Context: an optimization exercise on an open-source flow, tuned for small area. The choices shown serve that exercise and are no tape-out recipe. Function was checked by simulation only, so behaviour that the tests miss may differ from the original. Power figures rest on the tool's default switching activity, not on a simulated workload.

==> flow/design.v <==
/*verilator lint_off WIDTHEXPAND*/
/*verilator lint_off WIDTHTRUNC*/
module fb_read_control #
(
    parameter int BURST_SIZE = 48,  
    parameter int PIXEL_SIZE = 24,   
    parameter int MEMORY_WIDTH = 128,  
    parameter int VOUT_WIDTH = 1280,
    parameter int VOUT_HEIGHT = 720,
    parameter int VOUT_H_FRONT_PORCH = 110,
    parameter int VOUT_H_SYNC_WIDTH = 40,
    parameter int VOUT_H_BACK_PORCH = 220,
    parameter int VOUT_V_FRONT_PORCH = 5,
    parameter int VOUT_V_SYNC_WIDTH = 5,
    parameter int VOUT_V_BACK_PORCH = 20,
    parameter BACKGROUND_TYPE = "GRADIENT"  
)
(
    input  logic                    rstn_i,
    input  logic                    vout_clk_i,
    output logic                    vout_hsync_o,
    output logic                    vout_vsync_o,
    output logic                    vout_de_o,
    output logic [7:0]              vout_r_o,
    output logic [7:0]              vout_g_o,
    output logic [7:0]              vout_b_o,
    output logic [10:0]             vout_h_count_o,  
    output logic [9:0]              vout_v_count_o, 
    input  logic [9:0]              vin_width_i,    
    input  logic [8:0]              vin_height_i,   
    input  logic [10:0]             vout_width_i,   
    input  logic [9:0]              vout_height_i,  
    input  logic [PIXEL_SIZE-1:0]   vout_bg_color_i,  
    output logic                    vout_buf_data_req_o,
    output logic [8:0]              vout_buf_rd_line_o,
    output logic [9:0]              vout_buf_rd_pixel_o,
    output logic [9:0]              vout_buf_rd_word_o,
    input  logic                    vout_buf_rd_complete_i,  
    output logic                    vout_frame_update_o,  
    output logic                    vout_buf_rd_en_o,
    input  logic [23:0]             vout_buf_rd_data_i
);
localparam int WORDS_PER_BURST = BURST_SIZE * PIXEL_SIZE / MEMORY_WIDTH;
localparam int VOUT_HSYNC_START = VOUT_H_FRONT_PORCH;
localparam int VOUT_HSYNC_END = VOUT_H_FRONT_PORCH + VOUT_H_SYNC_WIDTH;
localparam int VOUT_VSYNC_START = VOUT_V_FRONT_PORCH;
localparam int VOUT_VSYNC_END = VOUT_V_FRONT_PORCH + VOUT_V_SYNC_WIDTH;
localparam int VOUT_H_BLANK = VOUT_H_FRONT_PORCH + VOUT_H_SYNC_WIDTH + VOUT_H_BACK_PORCH;
localparam int VOUT_V_BLANK = VOUT_V_FRONT_PORCH + VOUT_V_SYNC_WIDTH + VOUT_V_BACK_PORCH;
localparam int VOUT_H_TOTAL = VOUT_H_BLANK + VOUT_WIDTH;
localparam int VOUT_V_TOTAL = VOUT_V_BLANK + VOUT_HEIGHT;
logic [10:0] o_h_container_start;  
logic [9:0]  o_v_container_start;
logic [10:0] o_h_container_end;
logic [9:0]  o_v_container_end;
logic [10:0] o_cx;  
logic [9:0]  o_cy;   
logic [10:0] o_xcnt;  
logic [10:0] o_ycnt; 
logic        o_container_active;
logic        o_v_count_prev;  
always_ff @(posedge vout_clk_i or negedge rstn_i) begin
    if (!rstn_i) begin
        vout_h_count_o <= 0;
        vout_v_count_o <= 0;
        vout_frame_update_o <= 0;
    end else begin
        vout_frame_update_o <= 0;  
        if (vout_h_count_o == VOUT_H_TOTAL - 1) begin
            vout_h_count_o <= 0;
            if (vout_v_count_o == VOUT_V_TOTAL - 1) begin
                vout_v_count_o <= 0;
                vout_frame_update_o <= 1;
            end else begin
                vout_v_count_o <= vout_v_count_o + 1;
            end
        end else begin
            vout_h_count_o <= vout_h_count_o + 1;
        end
    end
end
logic o_hs;
logic o_vs;
logic o_de;
always_ff @(posedge vout_clk_i or negedge rstn_i) begin
    if (!rstn_i) begin
        vout_hsync_o <= 0;
        vout_vsync_o <= 0;
        vout_de_o <= 0;
    end else begin
        vout_hsync_o <= o_hs;
        vout_vsync_o <= o_vs;
        vout_de_o <= o_de;
    end
end
always_comb begin
    o_hs = (vout_h_count_o >= VOUT_HSYNC_START) && (vout_h_count_o < VOUT_HSYNC_END);
    if (vout_v_count_o == VOUT_VSYNC_START) begin
        o_vs = (vout_h_count_o >= VOUT_HSYNC_START);
    end else if (vout_v_count_o == VOUT_VSYNC_END) begin
        o_vs = (vout_h_count_o < VOUT_HSYNC_START);
    end else begin
        o_vs = (vout_v_count_o >= VOUT_VSYNC_START) && (vout_v_count_o < VOUT_VSYNC_END);
    end
    o_de = (vout_h_count_o >= VOUT_H_BLANK) && (vout_v_count_o >= VOUT_V_BLANK);
end
always_comb begin
    o_h_container_start = VOUT_H_BLANK;
    o_h_container_start = o_h_container_start + ((VOUT_WIDTH - vout_width_i) / 2);
    o_v_container_start = VOUT_V_BLANK;
    o_v_container_start = o_v_container_start + ((VOUT_HEIGHT - vout_height_i) / 2);
    o_h_container_end = o_h_container_start + vout_width_i;
    o_v_container_end = o_v_container_start + vout_height_i;
end
always_ff @(posedge vout_clk_i or negedge rstn_i) begin
    if (!rstn_i) begin
        o_cx <= 0;
        o_cy <= 0;
        o_xcnt <= 0;
        o_ycnt <= 0;
        o_container_active <= 0;
    end else begin
        if(vout_v_count_o >= o_v_container_start && vout_v_count_o < o_v_container_end) begin
            if (vout_h_count_o == o_h_container_start - 1) begin
                o_container_active <= 1;
            end
            if (vout_h_count_o == o_h_container_end - 1) begin
                o_container_active <= 0;
            end
            if (o_container_active) begin
                o_xcnt <= o_xcnt + vin_width_i;
                if (o_xcnt + vin_width_i >= vout_width_i) begin
                    o_xcnt <= o_xcnt + vin_width_i - vout_width_i;
                    o_cx <= o_cx + 1;
                end
            end else begin
                o_cx <= 0;
                o_xcnt <= 0;
            end
            o_v_count_prev <= vout_v_count_o[0];
            if( o_v_count_prev != vout_v_count_o[0]) begin
                o_ycnt <= o_ycnt + vin_height_i;
                if (o_ycnt + vin_height_i >= vout_height_i) begin
                    o_ycnt <= o_ycnt + vin_height_i - vout_height_i;
                    o_cy <= o_cy + 1;
                end
            end
        end else begin
            o_v_count_prev <= o_v_container_start[0];  
            o_cy <= 0;
            o_ycnt <= 0;
        end
    end
end
typedef enum logic {
    IDLE,
    READ
} buffer_read_state;
buffer_read_state buf_state;
always_ff @(posedge vout_clk_i or negedge rstn_i) begin
    if (!rstn_i) begin
        buf_state <= IDLE;
        vout_buf_rd_line_o <= 0;
        vout_buf_rd_pixel_o <= 0;
        vout_buf_rd_word_o <= 0;
        vout_buf_data_req_o <= 0;
    end else begin
        vout_buf_data_req_o <= 0;
        case (buf_state)
            IDLE: begin
                if(vout_v_count_o >= o_v_container_start && vout_v_count_o < o_v_container_end) begin
                    if (vout_h_count_o == VOUT_HSYNC_START) begin
                        vout_buf_rd_line_o <= o_cy;
                        vout_buf_rd_pixel_o <= 0;
                        vout_buf_rd_word_o <= 0;
                        vout_buf_data_req_o <= 1;
                        buf_state <= READ;
                    end else if ((vout_h_count_o >= VOUT_HSYNC_START) && (vout_buf_rd_pixel_o == 0)) begin
                        vout_buf_rd_line_o <= o_cy;
                        vout_buf_rd_pixel_o <= vout_buf_rd_pixel_o + BURST_SIZE;
                        vout_buf_rd_word_o <= vout_buf_rd_word_o + WORDS_PER_BURST;
                        vout_buf_data_req_o <= 1;
                        buf_state <= READ;
                    end else if (o_cx == (vout_buf_rd_pixel_o - 1)) begin  
                        if((vout_buf_rd_pixel_o + BURST_SIZE) < vin_width_i) begin
                            vout_buf_rd_line_o <= o_cy;
                            vout_buf_rd_pixel_o <= vout_buf_rd_pixel_o + BURST_SIZE;
                            vout_buf_rd_word_o <= vout_buf_rd_word_o + WORDS_PER_BURST;
                            vout_buf_data_req_o <= 1;
                            buf_state <= READ;
                        end
                    end
                end
            end
            READ: begin
                if (vout_buf_rd_complete_i) begin
                    buf_state <= IDLE;
                end
            end
            default: buf_state <= IDLE;
        endcase
    end
end
logic [23:0] bg_color;
logic [10:0] o_prev_cx;
logic o_prev_container_active;
assign vout_buf_rd_en_o = o_container_active && (o_cx != o_prev_cx);
assign {vout_r_o, vout_g_o, vout_b_o} = (o_prev_container_active) ? (vout_buf_rd_data_i) : bg_color;
always_ff @(posedge vout_clk_i or negedge rstn_i) begin
    if(!rstn_i) begin
        o_prev_cx <= 0;
        o_prev_container_active <= 0;
    end else begin
        o_prev_container_active <= o_container_active;
        if (o_container_active) begin
            o_prev_cx <= o_cx;
        end else begin
            o_prev_cx <= vin_width_i;
        end
    end
end
generate
    if (BACKGROUND_TYPE == "SOLID") begin : BG_SOLID
        assign bg_color = vout_bg_color_i;
    end 
    else if (BACKGROUND_TYPE == "GRADIENT") begin : BG_GRADIENT
        always_ff @(posedge vout_clk_i or negedge rstn_i) begin
            if(!rstn_i) begin
                bg_color <= 24'h000000;
            end else begin
                bg_color[7:0] <= 8'(11'(vout_bg_color_i[7:0]) + 11'(vout_h_count_o) + 11'(vout_v_count_o));
                bg_color[15:8] <= 8'(11'(vout_bg_color_i[15:8]) + 11'(vout_h_count_o) + 11'(vout_v_count_o));;
                bg_color[23:16] <= 8'(11'(vout_bg_color_i[23:16]) + 11'(vout_h_count_o) + 11'(vout_v_count_o));;
            end
        end
    end
    else begin : BG_DEFAULT
        assign bg_color = 24'h808080;
    end
endgenerate
endmodule
/*verilator lint_on WIDTHEXPAND*/
/*verilator lint_on WIDTHTRUNC*/
==> flow/run.sh <==
#!/bin/bash
# synth_recipe.tcl (not shown) runs the flow's synth.tcl, then flattens the netlist and writes it again
# the make line also repeats each setting of config.mk as NAME=value (left out here)
make -C /OpenROAD-flow-scripts/flow DESIGN_CONFIG=/design/flow/config.mk WORK_HOME=/design/flow/orfs CLKGATE_MAP_FILE= SYNTH_SCRIPT=/design/flow/synth_recipe.tcl finish
==> flow/config.mk <==
export PLATFORM = sky130hd
export DESIGN_NAME = fb_read_control
export DESIGN_NICKNAME = fb_read_control
export VERILOG_FILES = /design/flow/design.v
export SDC_FILE = /design/flow/constraint.sdc
export NUM_CORES = 4
export LEC_CHECK = 0
export CAP_MARGIN = 20
export CORE_MARGIN = 2
export CORE_UTILIZATION = 40
export SLEW_MARGIN = 20
==> flow/constraint.sdc <==
create_clock -name core_clock -period 8.0 [get_ports {vout_clk_i}]
set_input_delay 1.6000 -clock core_clock [delete_from_list [all_inputs] [get_ports {vout_clk_i}]]
set_output_delay 1.6000 -clock core_clock [all_outputs]
set_load 0.01 [all_outputs]
==> summary.txt <==
Floorplan
  • Full die area: 32,170 µm²
  • CORE AREA: 30,430 µm²
  • Die W: 179.4 µm
  • Vertical die dimension: 179.4 µm
  • Initial cell density of the core: 0.4042
  • Standard-cell row count: 64
  • Num ports: 171

STA
  • Setup violators final: 0
  • RSZ-0062 raised after global routing: false
  • Final Max Slew Viols: 0
  • Tcrit/Tclk final: 0.8458
  • Relative slew slack: 0.3061
  • Clock Skew: 0.02181 ns
  • Final hold violation count: 0
  • Final TNS setup: 0 ns
  • Max Clock Freq: 147.8 MHz
  • Fin crit period: 6.767 ns
  • Transition time of the tightest slew-check pin: 1.041 ns

Worst setup path
  • Type of destination of the critical path: register
  • Worst R2R Setup Slack: 3.34 ns
  • CP required: 8.34 ns
  • Slowest cell delay on critical path: 0.61 ns
  • Path type of the worst setup path: input pin to register
  • Worst-path maximum fanout: 13
  • Worst Reg-to-Reg Cells: 17
  • Data arrival at the endpoint of the critical path: 7.10 ns
  • Setup crit start kind: input pin
  • Critical-path cell with the highest stage delay: clkdlybuf4s50_1

Power and ir drop
  • Sum of internal, switching and leakage power: 2081 µW
  • Switching share of power: 0.3074
  • Cell Pwr Density: 139.5 nW/µm²
  • Clock Power Share: 0.400
  • Leakage power total: 0.006648 µW
  • Internal power component: 1441 µW
  • Relative contribution of combinational cells to total power: 0.265
  • Portion of total power attributed to sequential cells: 0.336
  • Switching pwr: 639.9 µW
  • Peak supply drop: 0.1083 mV

CTS
  • CTS tree: done
  • Total clock buffers created by CTS: 17
  • Deepest clock path buffer count: 2
  • Clock tree root driver cell: clkbuf_16
  • Number of setup buffers added after CTS: 0
  • Clock insertion delay at the later pin of the skew report: 0.43 ns
  • Hold_buf cts: 0
  • Number of clock sinks seen by CTS: 132
  • Total of cells resized after clock tree synthesis: 0
  • H-Tree Level Count: 4
  • Clock-pin slew reported for the worst setup and hold paths after clock tree synthesis: 0.06 ns

Routing
  • Via count: 10,500
  • DR vias/cell: 5.399
  • Average routed wire per standard cell: 17.03 µm
  • Drt pass-1 iters: 7
  • Detail Route Antenna Nets: 0
  • Final routed DRC violation total: 0
  • DRC marker count from the first detailed-route iteration: 645
  • Total wire length: 33.13 mm

Global route
  • Antenna violations before repair: 0
  • GRT met3 Usage: 0.02806
  • Remaining Overflow, GRT: 0
  • Met1 track demand over resource: 0.2895
  • Pin count of the biggest net entering global routing: 70
  • Global-route wire length before repair: 53.12 mm
  • Number of global-route vias before repair: 10,150
  • Busiest layer in global routing: met2
  • Total Routing Usage GR: 0.2081
  • Met2 demand-to-capacity share in global routing: 0.3450

Placement
  • Hpwl dp: 25.03 mm
  • Weighted congestion reported at the end of routability-driven placement: 0.8645
  • Count of buffers inserted at the top-level ports: 166

Cells and area
  • Most frequent cells in the layout: clkdlybuf4s50_1 (165), dfrtp_1 (131), ha_1 (124)
  • NumNets Final: 1,779
  • Most common cell after layout, fill and taps aside: clkdlybuf4s50_1
  • Antenna diode instance count: 0
  • Area delta synth->final: 21.31%
  • Ratio of cells with drive above 1 in the final layout: 0.06327
  • Number of filler cells placed in the layout: 2,866

Synth
  • Post-synthesis register bit count: 132
  • Number of warning messages in the yosys log: 1
  • Most common flop cell mapped by yosys: dfrtp_1
  • Synth area leader: dfrtp_1
  • Post-synth EDFFs: 1
  • Netlist area before placement: 12,300 µm²
  • Post-synthesis cell type count: 84
  • Post-synthesis sequential area ratio: 0.2690
  • Share of the synthesized area in the top cell type: 0.2665
  • Ranking of synthesized cells by area: dfrtp_1 (27%), ha_1 (13%), xnor2_1 (8.5%)
  • Mean instance size in the synthesized netlist: 8.804 µm²
  • Cells after Synth: 1,397
  • Fraction of synthesis flops using an asynchronous set or reset pin: 0.9924

Job
  • Total of max-cap violations: 0

Worst hold path
  • Worst min path class: register to register
  • Worst hold path depth: 1

Status
  • Result of the run: finished clean
[worst max-delay path, delay by kind of cell]
family	cells	cell delay [ns]
XOR/XNOR	3	0.70
adder cells (fa/ha/maj)	4	0.98
buffers and inverters	5	1.31
AO/OA/AOI/OAI	7	1.01
AND/OR/NAND/NOR	7	1.51
[stage by stage]
stage	utilization	instance area (µm²)	hold slack (ns)	cells	setup slack, ns
global route	0.4903	14920	0.5155	1945	0.7446
floorplan	-	12310	0.4277	1400	1.983
detailed placement	0.4702	14310	0.4779	1913	0.8746
global placement	0.4702	14310	0.4792	1913	1.085
CTS	0.4901	14910	0.4860	1945	1.281
finish	0.4903	14920	0.4815	1945	1.233
[path summary, 6_finish.rpt]
check | start | to
max | vout_height_i[1] | o_xcnt[9]$_DFFE_PN0P_
min reg2reg | vout_buf_rd_word_o[9]$_DFFE_PN0P_ | vout_buf_rd_word_o[9]$_DFFE_PN0P_
min | vout_buf_rd_word_o[9]$_DFFE_PN0P_ | vout_buf_rd_word_o[9]$_DFFE_PN0P_
max in group asynchronous | rstn_i | vout_buf_rd_word_o[7]$_DFFE_PN0P_
min in group asynchronous | rstn_i | vout_h_count_o[3]$_DFF_PN0_
max reg2reg | o_ycnt[0]$_DFFE_PN0P_ | o_ycnt[1]$_DFFE_PN0P_
[power groups by stage]
| stage | sequential, µW | combinational (µW) | clock [µW] |
|---|---|---|---|
| 2_1_floorplan | 702 | 390 | 0 |
| 4_1_cts | 699 | 552 | 851 |
| 6_report | 699 | 551 | 832 |
| 5_1_grt | 700 | 613 | 881 |
| 3_5_place_dp | 712 | 547 | 0 |
| 3_3_place_gp | 711 | 540 | 0 |
[logic make-up after synthesis]
kind of cell / share of synthesized area
buffers and inverters: 0.05534
AOI/OAI and AO/OA: 0.1663
DFF: 0.2690
and+or+nand+nor: 0.1630
xor gates and xnor gates: 0.1238
muxes: 0.05056
adders and majority gates: 0.1717
other: 0.0003049
[routing by layer]
layer,part of all wire,up-vias
li1,-,5181
met2,0.48,230
met5,0,-
met3,0.034,25
met1,0.48,5066
met4,0.011,0
[cells in the mapped netlist, types with 28 or more instances]
master,n
o21ai_0,84
ha_1,124
clkbuf_1,47
nor2_1,90
nand3_1,50
nand2_1,100
xnor2_1,120
a21oi_1,86
dfrtp_1,131
xor2_1,46
inv_1,112
mux2_2,41
fa_1,28
[state kept, by name, summed over array words and instances (netlist names), 6 cells and up]
register / flops
vout_v_count_o: 10
vout_buf_rd_pixel_o: 6
vout_h_count_o: 11
vout_buf_rd_line_o: 9
bg_color: 24
vout_buf_rd_word_o: 10
o_cx: 11
o_ycnt: 11
o_prev_cx: 11
o_cy: 9
o_xcnt: 11
[cell type report]
type	count	area [µm²]	area share
multi-input combinational	1095	8342	0.5591
timing repair buffer	177	1745	0.1170
inverter	113	424.2	0.02843
tap	396	495.5	0.03321
sequential	132	3308	0.2217
clock inverter	13	172.7	0.01157
clock buffer	19	432.9	0.02901

-- re-timing with driven ports --
In the flow no input, the clock included, has a driving cell. The finished layout below was timed again as built, in two steps.
Step 1 assumes that a clkbuf_16 drives the clock port and a buf_2 every other input.
Step 2, shift: input delay + t, output delay - t, t = (earliest + latest rising clock arrival at the registers) / 2. This alone moves slack from input paths to output paths.
Three values: ideal ports, drivers, drivers and shift; two values: the first two.
shift t [ns]: 0.463
setup WS [ns]: 1.233 / 1.252 / 0.790
worst data-port slew with drivers (ns): 0.06
After both steps setup and hold are still met in this run. For this run, drivers alone change the setup slack by +0.019 ns; drivers and shift together by -0.443 ns.
